Source: an optimization exercise on an open RTL-to-GDS flow (aim: small area and a short achievable clock period). Production flows keep margins and buffers that such runs may drop.
Where RTL was checked, it was by simulation tests only, not by an equivalence proof against the original.
No activity file was given, so power comes from the tool's default toggle rates.

## v41
==> flow/design.v (excerpt) <==
module CORE #(
    parameter DATA_WIDTH = 8
)
(
    input wire i_CLK,
    input wire i_RSTn,
    input wire [31:0] i_instr,
    input wire i_valid,
    input wire i_ready1,
    output reg o_ready,
    output wire [DATA_WIDTH-1:0] o_data1,
    output wire o_valid1
);
For scale: roughly 1200 cells after synthesis, about 46 I/O pins, ~0.013 mm² of cells after synthesis.
==> flow/config.mk <==
export PLATFORM = sky130hd
export DESIGN_NAME = CORE
export DESIGN_NICKNAME = CORE
export VERILOG_FILES = /design/flow/design.v
export SDC_FILE = /design/flow/constraint.sdc
export NUM_CORES = 4
export LEC_CHECK = 0
export CAP_MARGIN = 20
export CORE_MARGIN = 2
export CORE_UTILIZATION = 40
export CTS_BUF_LIST = sky130_fd_sc_hd__clkbuf_16
export CTS_CLUSTER_DIAMETER = 100
export CTS_CLUSTER_SIZE = 24
export SETUP_SLACK_MARGIN = 4.0
export SLEW_MARGIN = 20
export SYNTH_HIERARCHICAL = 1
export TNS_END_PERCENT = 5
==> flow/constraint.sdc <==
create_clock -name core_clock -period 7.5 [get_ports {i_CLK}]
set_input_delay 1.5000 -clock core_clock [delete_from_list [all_inputs] [get_ports {i_CLK}]]
set_output_delay 1.5000 -clock core_clock [all_outputs]
set_load 0.01 [all_outputs]
standard.sh (not shown) runs the stock make flow with config.mk's settings and CLKGATE_MAP_FILE= SYNTH_SCRIPT=/design/flow/synth_recipe.tcl, a recipe that flattens the netlist after the stock synthesis.
==> flow/flow/run.sh <==
#!/bin/bash
# The standard layout, except that the input and output port buffers are
# sky130_fd_sc_hd__buf_2 cells (buffer_ports otherwise picks a slow delay cell);
# timing repair resizes them like any other cell.
set -euo pipefail
export BUFFER_PORTS_ARGS="-buffer_cell sky130_fd_sc_hd__buf_2"
bash standard.sh > standard.log 2>&1
v41 ended with every stage complete and zero timing, DRC or antenna violations.
The following lists how v1 was set up differently from v41:
Settings: SETUP_SLACK_MARGIN now 4.1, was 4.0; TNS_END_PERCENT now 50, was 5.
[summary]
- v41 → v1: worst voltage drop across the vdd grid moved up; clock transition at the registers of the reported paths comparable; clock network power share down 0.6 points; transition time at the pin with the least slew margin rose by 0.024 ns.
The inputs of v13 differ from those of v1 as listed below.
Settings: a change of TNS_END_PERCENT from 50 to 5; a change of SETUP_SLACK_MARGIN from 4.1 to 3.8.
Results
- Number of vias after detailed routing: v13 < v1
- Of v13 and v1, v1 shows the lower count of inserted antenna diode cells, with v13 above it.
- Delta (v13 minus v1): clock tree cell share of total cell area level; detail-routed net length per standard cell now sits lower.
- Route | v13 vs v1 | wire shorter in v13
- In the flow results for v13 and v1, the routing usage on met3 is smaller on v1.
Modified inputs, v5 compared to v13
Settings: CTS_BUF_LIST: sky130_fd_sc_hd__clkbuf_16 -> sky130_fd_sc_hd__clkbuf_8; CTS_CLUSTER_SIZE: 24 -> 12; CTS_CLUSTER_DIAMETER: 100 -> 60.
- v5: all stages complete, timing, DRC and antenna checks passed
- Higher final area among v5 and v13: v13
- Diff v13 -> v5: routing usage on met1 level, post-route clock period utilization moved up.
> inputs changed (v5 -> v21)
Settings: CTS_CLUSTER_SIZE: 12 -> 24; CORE_UTILIZATION: 40 -> 55; CTS_CLUSTER_DIAMETER: 60 -> 100; PLACE_DENSITY: unset -> 0.7; CTS_BUF_LIST: sky130_fd_sc_hd__clkbuf_8 -> sky130_fd_sc_hd__clkbuf_16.
### Flow results
The final layout from v21, which completed every stage, passed the timing, design-rule and antenna checks at the end of the flow. Re area added between synthesis and finish: v21 is 1.1 points down on v5. met1 as the layer with the highest usage was reported by v21, and met2 by v5. Delta (v21 minus v5): area of the die has decreased; leakage power figure shrank by 0.99%; fraction of power consumed by combinational cells has increased; share of cell area taken by flip-flops and latches went up by 0.53 points; worst hold slack climbed 0.010 ns. Global-route usage (lower): v5.

Setup of red:
CORE, a different RTL version from the one above (not shown whole).
Size in the first run: ~980 cells after synthesis.
Settings: LEC_CHECK=0, CAP_MARGIN=20, CORE_MARGIN=2, CORE_UTILIZATION=40, CTS_BUF_LIST=sky130_fd_sc_hd__clkbuf_16, CTS_CLUSTER_DIAMETER=100, CTS_CLUSTER_SIZE=30, SETUP_SLACK_MARGIN=4.1, SLEW_MARGIN=20, SYNTH_HIERARCHICAL=1; clock period 7.5 ns.
run.sh (not shown) runs the stock make flow with config.mk's settings and CLKGATE_MAP_FILE= SYNTH_SCRIPT=/design/flow/synth_recipe.tcl, a recipe that flattens the netlist after the stock synthesis.
Stock flow here: none of the scripts above is used.
red | status: complete | timing, DRC, antenna: pass
Inputs modified between red and blue:
-- flow/config.mk --
<<< red, line 10
export CORE_UTILIZATION = 40
export CTS_BUF_LIST = sky130_fd_sc_hd__clkbuf_16
export CTS_CLUSTER_DIAMETER = 100
export CTS_CLUSTER_SIZE = 30
export SETUP_SLACK_MARGIN = 4.1
>>> blue, line 10
export CORE_UTILIZATION = 60
export SETUP_SLACK_MARGIN = 3.8
## What came out
In the flow results for blue and red, the amount of wire on met2 after detailed routing is larger on blue. Non-clock buffer count (blue vs. red) increases by a little under 10%. Lower combinational share of power was reported by blue, not red. Final cell area: blue above red. Taking blue over red, the total power after layout ratio works out to 1.15. In the metrics for blue and red, the one carrying the lower final hold slack is blue. Between blue and red, the final period utilization is higher for blue.
Here is what was changed in the inputs of green compared with blue.
-- flow/config.mk --
<<< blue, line 10
export CORE_UTILIZATION = 60
export SETUP_SLACK_MARGIN = 3.8
>>> green, line 10
export CORE_UTILIZATION = 40
export SETUP_SLACK_MARGIN = 0.3
- green finished end to end and its layout was clean on timing, DRC and antenna.
- sky130_fd_sc_hd__nor4_2 as the cell at the slowest stage of the critical path was reported by blue, and sky130_fd_sc_hd__nor4_1 by green.
- First-iteration DRC count, blue and green: smaller value in green
- blue has a lower clock skew than green.
- Delta(number of cells on the worst reg-to-reg path, green - blue) > 0
- Number of cells in the finished layout apart from fillers, blue and green: higher on green
- Changes observed in green relative to blue: proportion of total power due to net switching went down; post-layout utilization of the core went down; shortest period the worst path allows went up; non-clock buffer total of the final layout went down.
- Per the comparison of green with blue, worst slew margin relative to its limit increased by 4.9 points relative to the old numbers, overall power of the completed layout decreased by 11% relative to the old numbers.
No run of this note included a check of the RTL's function; only the layout flow was run.

static timing again, ports no longer ideal:
The flow's constraints put no driver on any port. The routed layouts listed below were extracted and timed again, unchanged, in two steps.
Step 1 assumes that a clkbuf_16 drives the clock port and a buf_2 every other input.
Step 2 also shifts input and output timing later by t, the mid clock arrival at the registers, as if the neighbouring blocks saw the same clock.
Three values: no drivers, after step 1, after step 2; two values: the first two.
| run | t (ns) | setup slack, ns | worst setup path at the end | slew at the worst register clock pin (ns) | cell pins on the clock port's net |
|---|---|---|---|---|---|
| v41 | 0.558 | 3.806 / 3.836 / 3.278 | input to register | 0.10 / 0.10 | 1 |
| v1 | 0.559 | 3.880 / 3.826 / 3.500 | input to register | 0.10 / 0.10 | 1 |
| v13 | 0.559 | 3.845 / 3.851 / 3.292 | input to register | 0.10 / 0.10 | 1 |
| v5 | 0.640 | 3.771 / 3.769 / 3.129 | input to register | 0.09 / 0.09 | 1 |
| v21 | 0.540 | 3.842 / 3.795 / 3.338 | input to register | 0.10 / 0.10 | 1 |
| red | 0.540 | 3.579 / 3.496 / 2.955 | input to register | 0.12 / 0.12 | 1 |
| blue | 0.587 | 3.365 / 3.268 / 2.681 | input to register | 0.07 / 0.07 | 1 |
| green | 0.608 | 2.128 / 2.153 / 1.545 | input to register | 0.06 / 0.06 | 1 |
After both steps every run listed still meets setup and hold. For blue, which loses most, drivers alone change the setup slack by -0.097 ns; drivers and shift together by -0.684 ns.
